This design comes from an exercise in tuning for small area and a short achievable clock period on the open sky130 flow, not from production work. No functional check of the RTL was part of any run shown here. Power is estimated from default activity; no workload was simulated.

`flow/run.sh`:
```
#!/bin/bash
# Standard layout with two changes: the port buffers are the smallest buffer
# cell, and clock tree synthesis inserts no dummy loads.
set -euo pipefail
export BUFFER_PORTS_ARGS="-buffer_cell sky130_fd_sc_hd__buf_1"
export CTS_ARGS="-sink_clustering_enable -repair_clock_nets -dont_use_dummy_load"
bash standard.sh finish > flow_standard.log 2>&1
```
`standard.sh`:
```
#!/bin/bash
# synth_recipe.tcl (not shown) runs the flow's synth.tcl, then flattens the netlist and writes it again
# the make line also repeats each setting of config.mk as NAME=value (left out here)
make -C /OpenROAD-flow-scripts/flow DESIGN_CONFIG=/design/flow/config.mk WORK_HOME=/design/flow/orfs CLKGATE_MAP_FILE= SYNTH_SCRIPT=/design/flow/synth_recipe.tcl "${@:-finish}"
```
`config.mk`:
```
export PLATFORM = sky130hd
export DESIGN_NAME = PE
export DESIGN_NICKNAME = PE
export VERILOG_FILES = /design/flow/design.v
export SDC_FILE = /design/flow/constraint.sdc
export NUM_CORES = 4
export LEC_CHECK = 0
export CAP_MARGIN = 20
export CORE_MARGIN = 2
export CORE_UTILIZATION = 65
export GPL_TIMING_DRIVEN = 0
export SETUP_SLACK_MARGIN = 0.7
export SLEW_MARGIN = 20
export SYNTH_HIERARCHICAL = 1
```
`constraint.sdc`:
```
create_clock -name core_clock -period 5.5 [get_ports {CLK}]
set_input_delay 1.1000 -clock core_clock [delete_from_list [all_inputs] [get_ports {CLK}]]
set_output_delay 1.1000 -clock core_clock [all_outputs]
set_load 0.01 [all_outputs]
```
`design.v`:
```
module PE(
    input wire CLK,
    input wire RESET,
    input wire EN,
    input wire SELECTOR,
    input wire W_EN,
    input wire signed [7:0] active_left,
    output reg signed [7:0] active_right,
    input wire signed [15:0] in_sum,
    output reg signed [15:0] out_sum,
    input wire signed [7:0] in_weight_above,
    output wire signed [7:0] out_weight_below
    );
    reg signed [7:0] weight_1;
    reg signed [7:0] weight_2;
    wire en_n = ~EN;
    wire sel_n = ~SELECTOR;
    wire ld1 = EN & W_EN & SELECTOR;
    wire ld2 = EN & W_EN & ~SELECTOR;
    wire ld1_n = ~ld1;
    wire ld2_n = ~ld2;
    wire [7:0] w_n, a_n, ar_d, w1_d, w2_d, wb;
    wire [15:0] s_in;
    genvar gi;
    generate for (gi = 0; gi < 8; gi = gi + 1) begin : byte_sel
        pe_mux2i u_wn (.s(SELECTOR), .a1(weight_2[gi]), .a0(weight_1[gi]), .y(w_n[gi]));
        pe_nand2 u_an (.a(active_left[gi]), .b(EN), .y(a_n[gi]));
        pe_ao22 u_ar (.a1(EN), .a2(active_left[gi]), .b1(en_n), .b2(active_right[gi]), .x(ar_d[gi]));
        pe_ao22 u_w1 (.a1(ld1), .a2(in_weight_above[gi]), .b1(ld1_n), .b2(weight_1[gi]), .x(w1_d[gi]));
        pe_ao22 u_w2 (.a1(ld2), .a2(in_weight_above[gi]), .b1(ld2_n), .b2(weight_2[gi]), .x(w2_d[gi]));
        pe_ao22 u_wb (.a1(SELECTOR), .a2(weight_1[gi]), .b1(sel_n), .b2(weight_2[gi]), .x(wb[gi]));
    end endgenerate
    generate for (gi = 0; gi < 16; gi = gi + 1) begin : sum_sel
        pe_ao22 u_si (.a1(EN), .a2(in_sum[gi]), .b1(en_n), .b2(out_sum[gi]), .x(s_in[gi]));
    end endgenerate
    wire [7:0] w_nb;
    generate for (gi = 0; gi < 8; gi = gi + 1) begin : wdup
        pe_mux2i u_wnb (.s(SELECTOR), .a1(weight_2[gi]), .a0(weight_1[gi]), .y(w_nb[gi]));
    end endgenerate
    wire pp_0_0;
    pe_nor2 u_x1 (.a(w_n[0]), .b(a_n[0]), .y(pp_0_0));
    wire pp_0_1;
    pe_nor2 u_x2 (.a(w_n[0]), .b(a_n[1]), .y(pp_0_1));
    wire pp_0_2;
    pe_nor2 u_x3 (.a(w_n[0]), .b(a_n[2]), .y(pp_0_2));
    wire pp_0_3;
    pe_nor2 u_x4 (.a(w_n[0]), .b(a_n[3]), .y(pp_0_3));
    wire pp_0_4;
    pe_nor2 u_x5 (.a(w_nb[0]), .b(a_n[4]), .y(pp_0_4));
    wire pp_0_5;
    pe_nor2 u_x6 (.a(w_nb[0]), .b(a_n[5]), .y(pp_0_5));
    wire pp_0_6;
    pe_nor2 u_x7 (.a(w_nb[0]), .b(a_n[6]), .y(pp_0_6));
    wire pp_0_7;
    pe_or2 u_x8 (.a(w_nb[0]), .b(a_n[7]), .y(pp_0_7));
    wire pp_1_0;
    pe_nor2 u_x9 (.a(w_n[1]), .b(a_n[0]), .y(pp_1_0));
    wire pp_1_1;
    pe_nor2 u_x10 (.a(w_n[1]), .b(a_n[1]), .y(pp_1_1));
    wire pp_1_2;
    pe_nor2 u_x11 (.a(w_n[1]), .b(a_n[2]), .y(pp_1_2));
    wire pp_1_3;
    pe_nor2 u_x12 (.a(w_n[1]), .b(a_n[3]), .y(pp_1_3));
    wire pp_1_4;
    pe_nor2 u_x13 (.a(w_nb[1]), .b(a_n[4]), .y(pp_1_4));
    wire pp_1_5;
    pe_nor2 u_x14 (.a(w_nb[1]), .b(a_n[5]), .y(pp_1_5));
    wire pp_1_6;
    pe_nor2 u_x15 (.a(w_nb[1]), .b(a_n[6]), .y(pp_1_6));
    wire pp_1_7;
    pe_or2 u_x16 (.a(w_nb[1]), .b(a_n[7]), .y(pp_1_7));
    wire pp_2_0;
    pe_nor2 u_x17 (.a(w_n[2]), .b(a_n[0]), .y(pp_2_0));
    wire pp_2_1;
    pe_nor2 u_x18 (.a(w_n[2]), .b(a_n[1]), .y(pp_2_1));
    wire pp_2_2;
    pe_nor2 u_x19 (.a(w_n[2]), .b(a_n[2]), .y(pp_2_2));
    wire pp_2_3;
    pe_nor2 u_x20 (.a(w_n[2]), .b(a_n[3]), .y(pp_2_3));
    wire pp_2_4;
    pe_nor2 u_x21 (.a(w_nb[2]), .b(a_n[4]), .y(pp_2_4));
    wire pp_2_5;
    pe_nor2 u_x22 (.a(w_nb[2]), .b(a_n[5]), .y(pp_2_5));
    wire pp_2_6;
    pe_nor2 u_x23 (.a(w_nb[2]), .b(a_n[6]), .y(pp_2_6));
    wire pp_2_7;
    pe_or2 u_x24 (.a(w_nb[2]), .b(a_n[7]), .y(pp_2_7));
    wire pp_3_0;
    pe_nor2 u_x25 (.a(w_n[3]), .b(a_n[0]), .y(pp_3_0));
    wire pp_3_1;
    pe_nor2 u_x26 (.a(w_n[3]), .b(a_n[1]), .y(pp_3_1));
    wire pp_3_2;
    pe_nor2 u_x27 (.a(w_n[3]), .b(a_n[2]), .y(pp_3_2));
    wire pp_3_3;
    pe_nor2 u_x28 (.a(w_n[3]), .b(a_n[3]), .y(pp_3_3));
    wire pp_3_4;
    pe_nor2 u_x29 (.a(w_nb[3]), .b(a_n[4]), .y(pp_3_4));
    wire pp_3_5;
    pe_nor2 u_x30 (.a(w_nb[3]), .b(a_n[5]), .y(pp_3_5));
    wire pp_3_6;
    pe_nor2 u_x31 (.a(w_nb[3]), .b(a_n[6]), .y(pp_3_6));
    wire pp_3_7;
    pe_or2 u_x32 (.a(w_nb[3]), .b(a_n[7]), .y(pp_3_7));
    wire pp_4_0;
    pe_nor2 u_x33 (.a(w_n[4]), .b(a_n[0]), .y(pp_4_0));
    wire pp_4_1;
    pe_nor2 u_x34 (.a(w_n[4]), .b(a_n[1]), .y(pp_4_1));
    wire pp_4_2;
    pe_nor2 u_x35 (.a(w_n[4]), .b(a_n[2]), .y(pp_4_2));
    wire pp_4_3;
    pe_nor2 u_x36 (.a(w_n[4]), .b(a_n[3]), .y(pp_4_3));
    wire pp_4_4;
    pe_nor2 u_x37 (.a(w_nb[4]), .b(a_n[4]), .y(pp_4_4));
    wire pp_4_5;
    pe_nor2 u_x38 (.a(w_nb[4]), .b(a_n[5]), .y(pp_4_5));
    wire pp_4_6;
    pe_nor2 u_x39 (.a(w_nb[4]), .b(a_n[6]), .y(pp_4_6));
    wire pp_4_7;
    pe_or2 u_x40 (.a(w_nb[4]), .b(a_n[7]), .y(pp_4_7));
    wire pp_5_0;
    pe_nor2 u_x41 (.a(w_n[5]), .b(a_n[0]), .y(pp_5_0));
    wire pp_5_1;
    pe_nor2 u_x42 (.a(w_n[5]), .b(a_n[1]), .y(pp_5_1));
    wire pp_5_2;
    pe_nor2 u_x43 (.a(w_n[5]), .b(a_n[2]), .y(pp_5_2));
    wire pp_5_3;
    pe_nor2 u_x44 (.a(w_n[5]), .b(a_n[3]), .y(pp_5_3));
    wire pp_5_4;
    pe_nor2 u_x45 (.a(w_nb[5]), .b(a_n[4]), .y(pp_5_4));
    wire pp_5_5;
    pe_nor2 u_x46 (.a(w_nb[5]), .b(a_n[5]), .y(pp_5_5));
    wire pp_5_6;
    pe_nor2 u_x47 (.a(w_nb[5]), .b(a_n[6]), .y(pp_5_6));
    wire pp_5_7;
    pe_or2 u_x48 (.a(w_nb[5]), .b(a_n[7]), .y(pp_5_7));
    wire pp_6_0;
    pe_nor2 u_x49 (.a(w_n[6]), .b(a_n[0]), .y(pp_6_0));
    wire pp_6_1;
    pe_nor2 u_x50 (.a(w_n[6]), .b(a_n[1]), .y(pp_6_1));
    wire pp_6_2;
    pe_nor2 u_x51 (.a(w_n[6]), .b(a_n[2]), .y(pp_6_2));
    wire pp_6_3;
    pe_nor2 u_x52 (.a(w_n[6]), .b(a_n[3]), .y(pp_6_3));
    wire pp_6_4;
    pe_nor2 u_x53 (.a(w_nb[6]), .b(a_n[4]), .y(pp_6_4));
    wire pp_6_5;
    pe_nor2 u_x54 (.a(w_nb[6]), .b(a_n[5]), .y(pp_6_5));
    wire pp_6_6;
    pe_nor2 u_x55 (.a(w_nb[6]), .b(a_n[6]), .y(pp_6_6));
    wire pp_6_7;
    pe_or2 u_x56 (.a(w_nb[6]), .b(a_n[7]), .y(pp_6_7));
    wire pp_7_0;
    pe_or2 u_x57 (.a(w_n[7]), .b(a_n[0]), .y(pp_7_0));
    wire pp_7_1;
    pe_or2 u_x58 (.a(w_n[7]), .b(a_n[1]), .y(pp_7_1));
    wire pp_7_2;
    pe_or2 u_x59 (.a(w_n[7]), .b(a_n[2]), .y(pp_7_2));
    wire pp_7_3;
    pe_or2 u_x60 (.a(w_n[7]), .b(a_n[3]), .y(pp_7_3));
    wire pp_7_4;
    pe_or2 u_x61 (.a(w_nb[7]), .b(a_n[4]), .y(pp_7_4));
    wire pp_7_5;
    pe_or2 u_x62 (.a(w_nb[7]), .b(a_n[5]), .y(pp_7_5));
    wire pp_7_6;
    pe_or2 u_x63 (.a(w_nb[7]), .b(a_n[6]), .y(pp_7_6));
    wire pp_7_7;
    pe_nor2 u_x64 (.a(w_nb[7]), .b(a_n[7]), .y(pp_7_7));
    wire s65;
    wire c66;
    pe_ha u_x67 (.a(s_in[5]), .b(pp_0_5), .s(s65), .co(c66));
    wire s68;
    wire c69;
    pe_fa u_x70 (.a(s_in[6]), .b(pp_0_6), .ci(pp_1_5), .s(s68), .co(c69));
    wire s71;
    wire c72;
    pe_ha u_x73 (.a(pp_2_4), .b(pp_3_3), .s(s71), .co(c72));
    wire s74;
    wire c75;
    pe_fa u_x76 (.a(s_in[7]), .b(pp_0_7), .ci(pp_1_6), .s(s74), .co(c75));
    wire s77;
    wire c78;
    pe_fa u_x79 (.a(pp_2_5), .b(pp_3_4), .ci(pp_4_3), .s(s77), .co(c78));
    wire s80;
    wire c81;
    pe_ha u_x82 (.a(pp_5_2), .b(pp_6_1), .s(s80), .co(c81));
    wire s83;
    wire c84;
    pe_xnor2 u_x85 (.a(s_in[8]), .b(pp_1_7), .y(s83));
    pe_or2 u_x86 (.a(s_in[8]), .b(pp_1_7), .y(c84));
    wire s87;
    wire c88;
    pe_fa u_x89 (.a(pp_2_6), .b(pp_3_5), .ci(pp_4_4), .s(s87), .co(c88));
    wire s90;
    wire c91;
    pe_fa u_x92 (.a(pp_5_3), .b(pp_6_2), .ci(pp_7_1), .s(s90), .co(c91));
    wire s93;
    wire c94;
    pe_fa u_x95 (.a(s_in[9]), .b(pp_2_7), .ci(pp_3_6), .s(s93), .co(c94));
    wire s96;
    wire c97;
    pe_fa u_x98 (.a(pp_4_5), .b(pp_5_4), .ci(pp_6_3), .s(s96), .co(c97));
    wire s99;
    wire c100;
    pe_fa u_x101 (.a(s_in[10]), .b(pp_3_7), .ci(pp_4_6), .s(s99), .co(c100));
    wire s102;
    wire c103;
    pe_ha u_x104 (.a(s_in[3]), .b(pp_0_3), .s(s102), .co(c103));
    wire s105;
    wire c106;
    pe_fa u_x107 (.a(s_in[4]), .b(pp_0_4), .ci(pp_1_3), .s(s105), .co(c106));
    wire s108;
    wire c109;
    pe_ha u_x110 (.a(pp_2_2), .b(pp_3_1), .s(s108), .co(c109));
    wire s111;
    wire c112;
    pe_fa u_x113 (.a(pp_1_4), .b(pp_2_3), .ci(pp_3_2), .s(s111), .co(c112));
    wire s114;
    wire c115;
    pe_fa u_x116 (.a(pp_4_1), .b(pp_5_0), .ci(s65), .s(s114), .co(c115));
    wire s117;
    wire c118;
    pe_fa u_x119 (.a(pp_4_2), .b(pp_5_1), .ci(pp_6_0), .s(s117), .co(c118));
    wire s120;
    wire c121;
    pe_fa u_x122 (.a(c66), .b(s71), .ci(s68), .s(s120), .co(c121));
    wire s123;
    wire c124;
    pe_fa u_x125 (.a(pp_7_0), .b(c72), .ci(s80), .s(s123), .co(c124));
    wire s126;
    wire c127;
    pe_fa u_x128 (.a(c69), .b(s74), .ci(s77), .s(s126), .co(c127));
    wire s129;
    wire c130;
    pe_fa u_x131 (.a(s83), .b(c81), .ci(c75), .s(s129), .co(c130));
    wire s132;
    wire c133;
    pe_fa u_x134 (.a(c78), .b(s87), .ci(s90), .s(s132), .co(c133));
    wire s135;
    wire c136;
    pe_fa u_x137 (.a(pp_7_2), .b(c84), .ci(c88), .s(s135), .co(c136));
    wire s138;
    wire c139;
    pe_fa u_x140 (.a(c91), .b(s93), .ci(s96), .s(s138), .co(c139));
    wire s141;
    wire c142;
    pe_fa u_x143 (.a(pp_5_5), .b(pp_6_4), .ci(pp_7_3), .s(s141), .co(c142));
    wire s144;
    wire c145;
    pe_fa u_x146 (.a(c94), .b(c97), .ci(s99), .s(s144), .co(c145));
    wire s147;
    wire c148;
    pe_fa u_x149 (.a(s_in[11]), .b(pp_4_7), .ci(pp_5_6), .s(s147), .co(c148));
    wire s150;
    wire c151;
    pe_fa u_x152 (.a(pp_6_5), .b(pp_7_4), .ci(c100), .s(s150), .co(c151));
    wire s153;
    wire c154;
    pe_fa u_x155 (.a(s_in[12]), .b(pp_5_7), .ci(pp_6_6), .s(s153), .co(c154));
    wire s156;
    wire c157;
    pe_ha u_x158 (.a(s_in[2]), .b(pp_0_2), .s(s156), .co(c157));
    wire s159;
    wire c160;
    pe_fa u_x161 (.a(pp_1_2), .b(pp_2_1), .ci(pp_3_0), .s(s159), .co(c160));
    wire s162;
    wire c163;
    pe_fa u_x164 (.a(pp_4_0), .b(c103), .ci(s108), .s(s162), .co(c163));
    wire s165;
    wire c166;
    pe_fa u_x167 (.a(c109), .b(c106), .ci(s111), .s(s165), .co(c166));
    wire s168;
    wire c169;
    pe_fa u_x170 (.a(c112), .b(s117), .ci(c115), .s(s168), .co(c169));
    wire s171;
    wire c172;
    pe_fa u_x173 (.a(c118), .b(s123), .ci(c121), .s(s171), .co(c172));
    wire s174;
    wire c175;
    pe_fa u_x176 (.a(c124), .b(s129), .ci(c127), .s(s174), .co(c175));
    wire s177;
    wire c178;
    pe_fa u_x179 (.a(c130), .b(s135), .ci(c133), .s(s177), .co(c178));
    wire s180;
    wire c181;
    pe_fa u_x182 (.a(s141), .b(c136), .ci(c139), .s(s180), .co(c181));
    wire s183;
    wire c184;
    pe_fa u_x185 (.a(c142), .b(s147), .ci(c145), .s(s183), .co(c184));
    wire s186;
    wire c187;
    pe_fa u_x188 (.a(pp_7_5), .b(c148), .ci(s153), .s(s186), .co(c187));
    wire s189;
    wire c190;
    pe_fa u_x191 (.a(s_in[13]), .b(pp_6_7), .ci(pp_7_6), .s(s189), .co(c190));
    wire s192;
    wire c193;
    pe_ha u_x194 (.a(s_in[1]), .b(pp_0_1), .s(s192), .co(c193));
    wire s195;
    wire c196;
    pe_fa u_x197 (.a(pp_1_1), .b(pp_2_0), .ci(s156), .s(s195), .co(c196));
    wire s198;
    wire c199;
    pe_fa u_x200 (.a(c157), .b(s102), .ci(s159), .s(s198), .co(c199));
    wire s201;
    wire c202;
    pe_fa u_x203 (.a(c160), .b(s105), .ci(s162), .s(s201), .co(c202));
    wire s204;
    wire c205;
    pe_fa u_x206 (.a(c163), .b(s114), .ci(s165), .s(s204), .co(c205));
    wire s207;
    wire c208;
    pe_fa u_x209 (.a(c166), .b(s120), .ci(s168), .s(s207), .co(c208));
    wire s210;
    wire c211;
    pe_fa u_x212 (.a(s126), .b(c169), .ci(s171), .s(s210), .co(c211));
    wire s213;
    wire c214;
    pe_fa u_x215 (.a(s132), .b(c172), .ci(s174), .s(s213), .co(c214));
    wire s216;
    wire c217;
    pe_fa u_x218 (.a(s138), .b(c175), .ci(s177), .s(s216), .co(c217));
    wire s219;
    wire c220;
    pe_fa u_x221 (.a(s144), .b(c178), .ci(s180), .s(s219), .co(c220));
    wire s222;
    wire c223;
    pe_fa u_x224 (.a(s150), .b(c181), .ci(s183), .s(s222), .co(c223));
    wire s225;
    wire c226;
    pe_fa u_x227 (.a(c151), .b(s186), .ci(c184), .s(s225), .co(c226));
    wire s228;
    wire c229;
    pe_fa u_x230 (.a(c154), .b(s189), .ci(c187), .s(s228), .co(c229));
    wire s231;
    wire c232;
    pe_fa u_x233 (.a(s_in[14]), .b(pp_7_7), .ci(c190), .s(s231), .co(c232));
    wire [15:0] rx = {s_in[15], s231, s228, c223, c220, c217, c214, c211, c208, c205, c202, c199, c196, c193, pp_1_0, s_in[0]};
    wire [15:0] ry = {c232, c229, c226, s225, s222, s219, s216, s213, s210, s207, s204, s201, s198, s195, s192, pp_0_0};
    wire [15:0] sum;
    wire t234, rc235;
    pe_ha u_x236 (.a(rx[0]), .b(ry[0]), .s(t234), .co(rc235));
    assign sum[0] = t234;
    wire t237, rc238;
    pe_fa u_x239 (.a(rx[1]), .b(ry[1]), .ci(rc235), .s(t237), .co(rc238));
    assign sum[1] = t237;
    wire t240, rc241;
    pe_fa u_x242 (.a(rx[2]), .b(ry[2]), .ci(rc238), .s(t240), .co(rc241));
    assign sum[2] = t240;
    wire t243, rc244;
    pe_fa u_x245 (.a(rx[3]), .b(ry[3]), .ci(rc241), .s(t243), .co(rc244));
    assign sum[3] = t243;
    wire t246, rc247;
    pe_fa u_x248 (.a(rx[4]), .b(ry[4]), .ci(rc244), .s(t246), .co(rc247));
    assign sum[4] = t246;
    wire g5, p5;
    pe_ha u_x249 (.a(rx[5]), .b(ry[5]), .s(p5), .co(g5));
    wire g6, p6;
    pe_ha u_x250 (.a(rx[6]), .b(ry[6]), .s(p6), .co(g6));
    wire g7, p7;
    pe_ha u_x251 (.a(rx[7]), .b(ry[7]), .s(p7), .co(g7));
    wire g8, p8;
    pe_ha u_x252 (.a(rx[8]), .b(ry[8]), .s(p8), .co(g8));
    wire g9, p9;
    pe_ha u_x253 (.a(rx[9]), .b(ry[9]), .s(p9), .co(g9));
    wire g10, p10;
    pe_ha u_x254 (.a(rx[10]), .b(ry[10]), .s(p10), .co(g10));
    wire g11, p11;
    pe_ha u_x255 (.a(rx[11]), .b(ry[11]), .s(p11), .co(g11));
    wire g12, p12;
    pe_ha u_x256 (.a(rx[12]), .b(ry[12]), .s(p12), .co(g12));
    wire g13, p13;
    pe_ha u_x257 (.a(rx[13]), .b(ry[13]), .s(p13), .co(g13));
    wire g14, p14;
    pe_ha u_x258 (.a(rx[14]), .b(ry[14]), .s(p14), .co(g14));
    wire g15, p15;
    pe_ha u_x259 (.a(rx[15]), .b(ry[15]), .s(p15), .co(g15));
    wire G260 = g5 | (p5 & rc247);
    wire G261 = g7 | (p7 & g6);
    wire P262 = p7 & p6;
    wire G263 = g9 | (p9 & g8);
    wire P264 = p9 & p8;
    wire G265 = g11 | (p11 & g10);
    wire P266 = p11 & p10;
    wire G267 = g13 | (p13 & g12);
    wire P268 = p13 & p12;
    wire G269 = g15 | (p15 & g14);
    wire P270 = p15 & p14;
    wire G271 = G261 | (P262 & G260);
    wire G272 = G265 | (P266 & G263);
    wire P273 = P266 & P264;
    wire G274 = G269 | (P270 & G267);
    wire P275 = P270 & P268;
    wire G276 = G272 | (P273 & G271);
    wire G277 = G274 | (P275 & G276);
    wire G278 = G263 | (P264 & G271);
    wire G279 = G267 | (P268 & G276);
    wire G280 = g6 | (p6 & G260);
    wire G281 = g8 | (p8 & G271);
    wire G282 = g10 | (p10 & G278);
    wire G283 = g12 | (p12 & G276);
    wire G284 = g14 | (p14 & G279);
    pe_xor2 u_x285 (.a(p5), .b(rc247), .y(sum[5]));
    pe_xor2 u_x286 (.a(p6), .b(G260), .y(sum[6]));
    pe_xor2 u_x287 (.a(p7), .b(G280), .y(sum[7]));
    pe_xor2 u_x288 (.a(p8), .b(G271), .y(sum[8]));
    pe_xor2 u_x289 (.a(p9), .b(G281), .y(sum[9]));
    pe_xor2 u_x290 (.a(p10), .b(G278), .y(sum[10]));
    pe_xor2 u_x291 (.a(p11), .b(G282), .y(sum[11]));
    pe_xor2 u_x292 (.a(p12), .b(G276), .y(sum[12]));
    pe_xor2 u_x293 (.a(p13), .b(G283), .y(sum[13]));
    pe_xor2 u_x294 (.a(p14), .b(G279), .y(sum[14]));
    pe_xnor2 u_x295 (.a(p15), .b(G284), .y(sum[15]));
    always @(negedge RESET or posedge CLK) begin
        if (~RESET) begin
            out_sum <= 0;
            active_right <= 0;
            weight_1 <= 0;
            weight_2 <= 0;
        end else begin
            out_sum <= sum;
            active_right <= ar_d;
            weight_1 <= w1_d;
            weight_2 <= w2_d;
        end
    end
    assign out_weight_below = wb;
endmodule
module pe_fa(input wire a, input wire b, input wire ci, output wire s, output wire co);
    assign {co, s} = a + b + ci;
endmodule
module pe_ha(input wire a, input wire b, output wire s, output wire co);
    assign {co, s} = a + b;
endmodule
module pe_ao22(input wire a1, input wire a2, input wire b1, input wire b2, output wire x);
    assign x = (a1 & a2) | (b1 & b2);
endmodule
module pe_mux2i(input wire s, input wire a1, input wire a0, output wire y);
    assign y = ~(s ? a1 : a0);
endmodule
module pe_nand2(input wire a, input wire b, output wire y);
    assign y = ~(a & b);
endmodule
module pe_nor2(input wire a, input wire b, output wire y);
    assign y = ~(a | b);
endmodule
module pe_or2(input wire a, input wire b, output wire y);
    assign y = a | b;
endmodule
module pe_xor2(input wire a, input wire b, output wire y);
    assign y = a ^ b;
endmodule
module pe_xnor2(input wire a, input wire b, output wire y);
    assign y = ~(a ^ b);
endmodule
module pe_xor3(input wire a, input wire b, input wire c, output wire y);
    assign y = a ^ b ^ c;
endmodule
```
==> results of run 1 <==
==> report_power, final <==
part / internal (mW) / leakage, nW / total (mW) / switching [mW]
clock network: 0.0818 / 0.0359 / 0.176 / 0.0946
logic: 0.593 / 1.36 / 1.30 / 0.707
registers: 0.396 / 0.485 / 0.458 / 0.0614
==> synth_stat cells (all sizes together) <==
master,number
fa,52
nor2,50
a22o,48
dfrtp,40
ha,19
mux2i,16
or2,15
nand2,10
xor2,10
inv,8
a21o,6
a21oi,3
nand3,3
a31o,2
o21ai,2
xnor2,2
a31oi,1
and3,1
o21bai,1
o221ai,1
==> state kept, by name, summed over array words and instances (netlist names) <==
signal        flops
weight_2          8
active_right      8
out_sum          16
weight_1          8
==> Yosys stat by module (local to each module, per instance) <==
module | cells inside | cell area [um^2] | flops+latches | copies in the design
pe_xor2 | 1 | 8.76 | 0 | 10
pe_nand2 | 1 | 3.75 | 0 | 8
PE | 70 | 1180 | 40 | 1
pe_fa | 1 | 20.0 | 0 | 52
pe_nor2 | 1 | 3.75 | 0 | 50
pe_mux2i | 1 | 10.0 | 0 | 16
pe_or2 | 1 | 6.26 | 0 | 15
pe_ao22 | 1 | 8.76 | 0 | 48
pe_xnor2 | 1 | 8.76 | 0 | 2
pe_ha | 1 | 12.5 | 0 | 19
==> worst max-delay path: stages <==
cell and delay (ns):
buf_16 0.13, clkinvlp_4 0.08, buf_4 0.17, buf_4 0.15
a22o_1 0.20, ha_1 0.31, fa_1 0.41, fa_1 0.39
fa_1 0.40, fa_2 0.37, a21o_1 0.21, a31o_4 0.28
a21o_1 0.22, a31o_1 0.23, xor2_1 0.16
==> worst max-delay path by stage <==
stage	endpoint	slack [ns]	start
3_3_place_gp	out_sum[14]	-1.28	EN
6_report	out_sum[11]	0.82	EN
2_1_floorplan	out_sum[11]	0.71	EN
5_1_grt	out_sum[15]	0.68	SELECTOR
4_1_cts	out_sum[14]	0.69	EN
3_5_place_dp	out_sum[14]	-0.47	EN
==> routing by layer <==
| layer | routed length, um | track usage | vias to the layer above |
|---|---|---|---|
| met1 | 3170 | 0.376 | 1377 |
| met5 | 0 | 0 | - |
| met3 | 443 | 0.0506 | 19 |
| li1 | - | - | 1190 |
| met2 | 4490 | 0.536 | 101 |
| met4 | 210 | 0.109 | 0 |
==> repair_timing <==
| action | CTS | global route |
|---|---|---|
| setup endpoints to repair | 9 | 6 |
| endpoints found under the hold margin | 0 | 0 |
| gates resized for setup | 19 | 13 |
| cloned | 1 | 1 |
| buffers inserted | 4 | 0 |
| pin swaps | 0 | 0 |
==> cell families after synthesis <==
logic type,count (synthesis),share of synthesized area
simple gates,79,0.0986
fa+ha+maj,71,0.370
compound gates,64,0.155
flops,40,0.290
mux,16,0.0464
xor+xnor,12,0.0304
buf+inv,8,0.00870
==> area by class of cell <==
class | count | area share
Multi-Input combinational cell | 242 | 0.619
Timing Repair inverter | 1 | 0.00122
Sequential cell | 40 | 0.243
Tap cell | 70 | 0.0213
Inverter | 8 | 0.00821
Timing Repair Buffer | 74 | 0.0904
Clock buffer | 5 | 0.0167
==> stage by stage <==
step	instance area, um^2	std cells	worst slack [ns]
3_5_place_dp	3820	429	-0.470
2_1_floorplan	3450	290	0.715
3_3_place_gp	3790	428	-1.28
5_1_grt	4110	440	0.684
6_report	4110	440	0.819
4_1_cts	4030	439	0.691
==> flow_summary_export.csv, run 1 <==
group,metric,value,unit
place,portBuffers,68,
route,viasPerCell,6.11,
floorplan,core,5110,um^2
finish,multi_input_area,2540,um^2
synthesis,synth_area_per_cell,11.9,um^2
setup_path,r2r_slack,1.46,ns
sta,max_freq,214,MHz
finish,nNetsFinal,480,
setup_path,cp.required,5.67,ns
synthesis,ys_types,20,
route,route.detailed.drc,0,
power,power,1.93,mW
synthesis,ys_seq_area_frac,0.290,
setup_path,rr_startpoint,"weight_2[0]",
finish,most-common-layout-cells,"buf_1 (65), nor2_1 (50), fa_1 (50), a22o_1 (48), dfrtp_1 (40)",
setup_path,crit_type,"input port to flip-flop",
power,vdd_drop_max,0.788,mV
sta,hold_viol_final,0,
route,wirelength,8320,um
sta,worstMarginPinSlew,0.551,ns
route,wire_per_inst,18.9,um
clock_network,hold_buffers,0,
route,final_antenna_net_count,0,
sta,hold_slack,0.496,ns
floorplan,die_h,76.9,um
sta,timing.setup.tns,0,ns
setup_path,worst-path-max-fanout,18,
power,cellPowerDensity,470,nW/um^2
clock_network,cts.clk_slew.worst_paths,0.07,ns
floorplan,die_area,5910,um^2
sta,slew-limit-headroom,0.631,
clock_network,cts_tree,"built",
grt,grtUsageTotal,0.303,
grt,grt_max_degree,37,
clock_network,clockBufferDepth,2,
setup_path,end_kind,"flip-flop",
grt,grt_overflow,0,
run_status,status,"no timing/DRC/antenna violations",
hold_path,min_from,"active_right[3]",
setup_path,reg2reg_depth,13,
hold_path,whs_endpoint,"active_right[3]",
floorplan,rows,26,
finish,area_delta_synth_final,19.1,%
sta,maxSlewViolCount,0,
floorplan,io_pins,69,
setup_path,crit_arrival,4.85,ns
finish,drive_above_1_share,0.0838,
clock_network,root_buffer,"clkbuf_8",
sta,post-route-period-util,0.851,
floorplan,initial_core_util,0.676,
synthesis,synth_area_leader_cell,"fa_1",
route,dr.pass1.iters,4,
synthesis,yosys.area.top_type_share,0.302,
setup_path,cp-start-kind,"input port",
synthesis,syn_nets,398,
sta,fin_skew,0.0136,ns
synthesis,synth_area_leaders,"fa_1 (30%), dfrtp_1 (29%), a22o_1 (12%)",
hold_path,min_path_type,"flip-flop to flip-flop",
route,first_iter_violations,135,
flow_run,cap_violations,0,
clock_network,htreeDepth,2,
clock_network,cts_num_sinks,40,
finish,post-route-util,0.805,
finish,fill_cells,321,
clock_network,clock_latency,0.29,ns
setup_path,reg2reg_to,"out_sum[15]",
place,gp_congestion,0.808,
power,p_leak,1.88,nW
synthesis,synth_warnings,7,
finish,antenna_cells,0,
synthesis,synth_area,3450,um^2
grt,antenna_found_initial,0,
sta,rsz0062_at_grt,"true",
place,place_hpwl,5990,um
synthesis,synth-seq-cells,40,
floorplan,die_w,76.9,um
finish,regArea,1000,um^2
finish,final_common_cell,"buf_1",
route,vias,2687,
synthesis,syn_inst,290,
hold_path,min_path_cells,1,
sta,fin_crit,4.68,ns
sta,setup_violations,0,
grt,grt_pass1_vias,2865,
grt,grt_pass1_wl,13700,um
clock_network,numCtsBuffers,5,
==> run 2, diff against run 1 <==
--- a/design.v
+++ b/design.v
@@ -353,62 +353,57 @@
     pe_fa u_x248 (.a(rx[4]), .b(ry[4]), .ci(rc244), .s(t246), .co(rc247));
     assign sum[4] = t246;
-    wire g5, p5;
-    pe_ha u_x249 (.a(rx[5]), .b(ry[5]), .s(p5), .co(g5));
+    wire t249, rc250;
+    pe_fa u_x251 (.a(rx[5]), .b(ry[5]), .ci(rc247), .s(t249), .co(rc250));
+    assign sum[5] = t249;
     wire g6, p6;
-    pe_ha u_x250 (.a(rx[6]), .b(ry[6]), .s(p6), .co(g6));
+    pe_ha u_x252 (.a(rx[6]), .b(ry[6]), .s(p6), .co(g6));
     wire g7, p7;
-    pe_ha u_x251 (.a(rx[7]), .b(ry[7]), .s(p7), .co(g7));
+    pe_ha u_x253 (.a(rx[7]), .b(ry[7]), .s(p7), .co(g7));
     wire g8, p8;
-    pe_ha u_x252 (.a(rx[8]), .b(ry[8]), .s(p8), .co(g8));
+    pe_ha u_x254 (.a(rx[8]), .b(ry[8]), .s(p8), .co(g8));
     wire g9, p9;
-    pe_ha u_x253 (.a(rx[9]), .b(ry[9]), .s(p9), .co(g9));
+    pe_ha u_x255 (.a(rx[9]), .b(ry[9]), .s(p9), .co(g9));
     wire g10, p10;
-    pe_ha u_x254 (.a(rx[10]), .b(ry[10]), .s(p10), .co(g10));
+    pe_ha u_x256 (.a(rx[10]), .b(ry[10]), .s(p10), .co(g10));
     wire g11, p11;
-    pe_ha u_x255 (.a(rx[11]), .b(ry[11]), .s(p11), .co(g11));
+    pe_ha u_x257 (.a(rx[11]), .b(ry[11]), .s(p11), .co(g11));
     wire g12, p12;
-    pe_ha u_x256 (.a(rx[12]), .b(ry[12]), .s(p12), .co(g12));
+    pe_ha u_x258 (.a(rx[12]), .b(ry[12]), .s(p12), .co(g12));
     wire g13, p13;
-    pe_ha u_x257 (.a(rx[13]), .b(ry[13]), .s(p13), .co(g13));
+    pe_ha u_x259 (.a(rx[13]), .b(ry[13]), .s(p13), .co(g13));
     wire g14, p14;
-    pe_ha u_x258 (.a(rx[14]), .b(ry[14]), .s(p14), .co(g14));
+    pe_ha u_x260 (.a(rx[14]), .b(ry[14]), .s(p14), .co(g14));
     wire g15, p15;
-    pe_ha u_x259 (.a(rx[15]), .b(ry[15]), .s(p15), .co(g15));
-    wire G260 = g5 | (p5 & rc247);
-    wire G261 = g7 | (p7 & g6);
-    wire P262 = p7 & p6;
-    wire G263 = g9 | (p9 & g8);
-    wire P264 = p9 & p8;
-    wire G265 = g11 | (p11 & g10);
-    wire P266 = p11 & p10;
-    wire G267 = g13 | (p13 & g12);
-    wire P268 = p13 & p12;
-    wire G269 = g15 | (p15 & g14);
-    wire P270 = p15 & p14;
-    wire G271 = G261 | (P262 & G260);
-    wire G272 = G265 | (P266 & G263);
-    wire P273 = P266 & P264;
-    wire G274 = G269 | (P270 & G267);
-    wire P275 = P270 & P268;
-    wire G276 = G272 | (P273 & G271);
-    wire G277 = G274 | (P275 & G276);
-    wire G278 = G263 | (P264 & G271);
-    wire G279 = G267 | (P268 & G276);
-    wire G280 = g6 | (p6 & G260);
-    wire G281 = g8 | (p8 & G271);
-    wire G282 = g10 | (p10 & G278);
-    wire G283 = g12 | (p12 & G276);
-    wire G284 = g14 | (p14 & G279);
-    pe_xor2 u_x285 (.a(p5), .b(rc247), .y(sum[5]));
-    pe_xor2 u_x286 (.a(p6), .b(G260), .y(sum[6]));
-    pe_xor2 u_x287 (.a(p7), .b(G280), .y(sum[7]));
-    pe_xor2 u_x288 (.a(p8), .b(G271), .y(sum[8]));
-    pe_xor2 u_x289 (.a(p9), .b(G281), .y(sum[9]));
-    pe_xor2 u_x290 (.a(p10), .b(G278), .y(sum[10]));
-    pe_xor2 u_x291 (.a(p11), .b(G282), .y(sum[11]));
-    pe_xor2 u_x292 (.a(p12), .b(G276), .y(sum[12]));
-    pe_xor2 u_x293 (.a(p13), .b(G283), .y(sum[13]));
-    pe_xor2 u_x294 (.a(p14), .b(G279), .y(sum[14]));
-    pe_xnor2 u_x295 (.a(p15), .b(G284), .y(sum[15]));
+    pe_ha u_x261 (.a(rx[15]), .b(ry[15]), .s(p15), .co(g15));
+    wire G262 = g6 | (p6 & rc250);
+    wire G263 = g8 | (p8 & g7);
+    wire P264 = p8 & p7;
+    wire G265 = g10 | (p10 & g9);
+    wire P266 = p10 & p9;
+    wire G267 = g12 | (p12 & g11);
+    wire P268 = p12 & p11;
+    wire G269 = g14 | (p14 & g13);
+    wire P270 = p14 & p13;
+    wire G271 = G263 | (P264 & G262);
+    wire G272 = G267 | (P268 & G265);
+    wire P273 = P268 & P266;
+    wire G274 = G272 | (P273 & G271);
+    wire G275 = G265 | (P266 & G271);
+    wire G276 = G269 | (P270 & G274);
+    wire G277 = g7 | (p7 & G262);
+    wire G278 = g9 | (p9 & G271);
+    wire G279 = g11 | (p11 & G275);
+    wire G280 = g13 | (p13 & G274);
+    wire G281 = g15 | (p15 & G276);
+    pe_xor2 u_x282 (.a(p6), .b(rc250), .y(sum[6]));
+    pe_xor2 u_x283 (.a(p7), .b(G262), .y(sum[7]));
+    pe_xor2 u_x284 (.a(p8), .b(G277), .y(sum[8]));
+    pe_xor2 u_x285 (.a(p9), .b(G271), .y(sum[9]));
+    pe_xor2 u_x286 (.a(p10), .b(G278), .y(sum[10]));
+    pe_xor2 u_x287 (.a(p11), .b(G275), .y(sum[11]));
+    pe_xor2 u_x288 (.a(p12), .b(G279), .y(sum[12]));
+    pe_xor2 u_x289 (.a(p13), .b(G274), .y(sum[13]));
+    pe_xor2 u_x290 (.a(p14), .b(G280), .y(sum[14]));
+    pe_xnor2 u_x291 (.a(p15), .b(G276), .y(sum[15]));
     always @(negedge RESET or posedge CLK) begin
         if (~RESET) begin
==> run 2 against run 1 <==
- still clean
- via count down 2.3%
- worst setup slack worse by 0.026 ns
- non-clock buffer count up 1
- critical path depth unchanged
- first-iteration DRC count up 5.2%
- clock-buffer cell count unchanged
- routed wire length down 2.8%
- synthesized cell count up 0.69%
- worst hold slack better by 0.00068 ns
==> flow_summary_export.csv, run 2 <==
group,metric,value,unit
run_status,status,"no timing/DRC/antenna violations",
synthesis,async_flop_share,1.00,
place,dpl_cell_area,3830,um^2
sta,setup_violations,0,
place,portBuffers,68,
grt,use_met2,0.488,
synthesis,syn_inst,292,
floorplan,core,5110,um^2
setup_path,crit_buf_inv,4,
synthesis,synth_warnings,7,
finish,fin_cells,443,
clock_network,clockBufferDepth,2,
finish,antenna_cells,0,
finish,largest_reg_flops,16,
floorplan,rows,26,
clock_network,clock_latency,0.30,ns
route,route.detailed.drc,0,
setup_path,slowest_delay,0.53,ns
synthesis,synth-edff-count,0,
synthesis,yosysMostFrequentCell,"nor2_1",
floorplan,die_area,5920,um^2
setup_path,crit_type,"input port to flip-flop",
place,dp_cells,431,
finish,post-route-util,0.812,
sta,timing.setup.tns,0,ns
grt,grt_pass1_vias,2760,
route,wirelength,8090,um
finish,most-common-layout-cells,"buf_1 (65), nor2_1 (54), fa_1 (49), a22o_1 (48), dfrtp_1 (40)",
synthesis,ys_seq_area_frac,0.289,
setup_path,cp-start-kind,"input port",
setup_path,end_kind,"flip-flop",
route,wire_per_inst,18.3,um
route,vias,2626,
synthesis,synth_area_leader_cell,"fa_1",
floorplan,io_pins,69,
route,viasPerCell,5.93,
flow_run,cap_violations,0,
setup_path,cp.required,5.66,ns
grt,grt_pass1_wl,13500,um
sta,fin_crit,4.71,ns
power,cellPowerDensity,475,nW/um^2
floorplan,initial_core_util,0.677,
clock_network,cts_tree,"built",
finish,stdcell_area,4150,um^2
synthesis,syn_nets,400,
power,vdd_drop_max,0.633,mV
setup_path,critPathTopFamily,"adder cells",
grt,grt_overflow,0,
synthesis,synth_area_per_cell,11.8,um^2
clock_network,numCtsBuffers,5,
synthesis,synth_area,3460,um^2
sta,post-route-period-util,0.856,
grt,grt_max_degree,27,
grt,grt_use_met1,0.418,
finish,drive_above_1_share,0.110,
setup_path,crit_slowest_cell,"fa_1",
sta,max_freq,212,MHz
setup_path,crit_top_cell,"fa_1",
place,gp_congestion,0.842,
floorplan,die_w,77.0,um
sta,fin_skew,0.0251,ns
finish,area_delta_synth_final,19.9,%
synthesis,synth_common_cells,"nor2_1 (54), fa_1 (53), a22o_1 (48), dfrtp_1 (40), ha_1 (18)",
finish,top_register,"out_sum",
finish,nNetsFinal,483,
setup_path,crit_arrival,4.87,ns
synthesis,synth_area_leaders,"fa_1 (31%), dfrtp_1 (29%), a22o_1 (12%)",
clock_network,cts_num_sinks,40,
clock_network,root_buffer,"clkbuf_8",
setup_path,worst-path-max-fanout,18,
route,final_antenna_net_count,0,
sta,worstMarginPinSlew,0.539,ns
sta,rsz0062_at_grt,"true",
grt,met3_usage,0.0482,
power,p_leak,1.87,nW
grt,grtUsageTotal,0.299,
grt,grt-busiest-layer,"met2",
sta,hold_viol_final,0,
sta,slew-limit-headroom,0.638,
synthesis,ys_types,23,
place,place_hpwl,5740,um
grt,antenna_found_initial,0,
clock_network,htreeDepth,2,
hold_path,min_path_type,"flip-flop to flip-flop",
route,first_iter_violations,142,
synthesis,synth_ff_type,"dfrtp_1",
finish,final_common_cell,"buf_1",
sta,maxSlewViolCount,0,
floorplan,die_h,77.0,um
setup_path,crit_chain,"buf_16 -> clkinvlp_4 -> buf_4 -> buf_12 -> a22o_1 -> fa_2 -> fa_1 -> fa_1 -> fa_1 -> ha_4 -> a21o_1 -> a221oi_2 -> o21ai_2 -> a21o_1 -> xor2_1",
route,dr.pass1.iters,4,
synthesis,yosys.area.top_type_share,0.307,
synthesis,synth-seq-cells,40,
finish,fill_cells,333,
clock_network,cts.clk_slew.worst_paths,0.06,ns
power,power,1.97,mW
-- run 2: cell count changes after synthesis, moves of 2 or more --
cell and change:
a21o_1 -3, nor2_1 +4, a31o_1 -2, nor3_1 +3, inv_1 -2
-- run 2: cells by family (layout without fill, tap and decap cells) --
logic type	count (synthesis)	count (layout)	synth area share
AO/OA/AOI/OAI	60	60	0.147
AND/OR/NAND/NOR	88	88	0.111
XOR/XNOR	11	11	0.0279
flip-flops	40	40	0.289
adder cells (fa/ha/maj)	71	71	0.372
buffers and inverters	6	87	0.00651
multiplexers	16	16	0.0463
-- run 2: cell type report --
type | instances | area [um^2] | area share
multi-input combinational | 246 | 2550 | 0.615
sequential | 40 | 1000 | 0.241
timing repair buffer | 75 | 407 | 0.0981
tap | 70 | 87.6 | 0.0211
clock buffer | 5 | 68.8 | 0.0166
inverter | 6 | 26.3 | 0.00634
timing repair inverter | 1 | 5.00 | 0.00121
-- run 2: timing repair --
action / CTS / global route
setup endpoints to repair: 11 / 7
setup buffers: 4 / 1
resized for setup: 16 / 17
hold buffers: 0 / 0
gates cloned: 2 / 0
pin swaps: 3 / 3
endpoints found under the hold margin: 0 / 0
-- run 2: Yosys stat by module (local to each module, per instance), a selection --
module    area [um^2]  flip-flops and latches  cells inside
pe_fa            20.0                       0             1
pe_mux2i         10.0                       0             1
pe_xnor2         8.76                       0             1
pe_nor2          3.75                       0             1
pe_ha            12.5                       0             1
pe_or2           6.26                       0             1
pe_nand2         3.75                       0             1
PE               1180                      40            73
-- run 2: where the power goes --
| part | switching [mW] | internal [mW] |
|---|---|---|
| sequential | 0.0599 | 0.397 |
| combinational | 0.690 | 0.645 |
| clock | 0.0946 | 0.0819 |
| total | 0.845 | 1.12 |
-- run 2: final timing paths --
check,from,to,slack (ns),depth (start not counted)
max in group asynchronous,RESET,active_right[2],4.27,2
min in group asynchronous,RESET,weight_2[7],0.75,1
hold reg to reg,active_right[4],active_right[4],0.50,1
hold / removal,active_right[4],active_right[4],0.50,1
setup reg to reg,weight_1[5],out_sum[14],1.47,12
setup / recovery,EN,out_sum[14],0.79,15
-- run 2: metal layers --
layer  vias to the layer above  wire length (um)
met1                      1329              3330
met2                        90              4240
met5                         -                 0
met4                         0                78
met3                         8               440
li1                       1199                 -
-- run 2: metrics by stage --
step	hold slack, ns	setup WS [ns]
2_1_floorplan	0.507	0.705
3_3_place_gp	0.476	-1.42
3_5_place_dp	0.479	-0.563
4_1_cts	0.499	0.696
5_1_grt	0.522	0.688
6_report	0.497	0.793

==> afterwards: timing with drivers on the ports <==
In the flow no input, the clock included, has a driving cell. The finished layouts below were timed again as built, in two steps. Step 1 (the two cells are an assumption about what drives the block):
set clk [get_ports {CLK}]
set_driving_cell -lib_cell sky130_fd_sc_hd__clkbuf_16 $clk
set_driving_cell -lib_cell sky130_fd_sc_hd__buf_2 [delete_from_list [all_inputs] $clk]
Step 2 moves the port delays by t, midway between the first and last clock arrival at a register: inputs arrive t later, outputs are due t later. That takes back most of the time a late clock gives input paths. Three values: ideal, step 1, step 2; two values: the first two.
| run | shift t [ns] | setup slack, ns | worst register clock-pin slew, ns | worst data-port slew with drivers (ns) | cell pins on the clock port's net |
|---|---|---|---|---|---|
| run 1 | 0.316 | 0.819 / 0.694 / 0.379 | 0.08 / 0.08 | 0.16 | 1 |
| run 2 | 0.316 | 0.793 / 0.685 / 0.370 | 0.09 / 0.09 | 0.14 | 1 |
After both steps setup and hold are still met in every run listed. The setup slack of run 1, which loses most, moves by -0.125 ns with the drivers and by -0.440 ns with both steps.
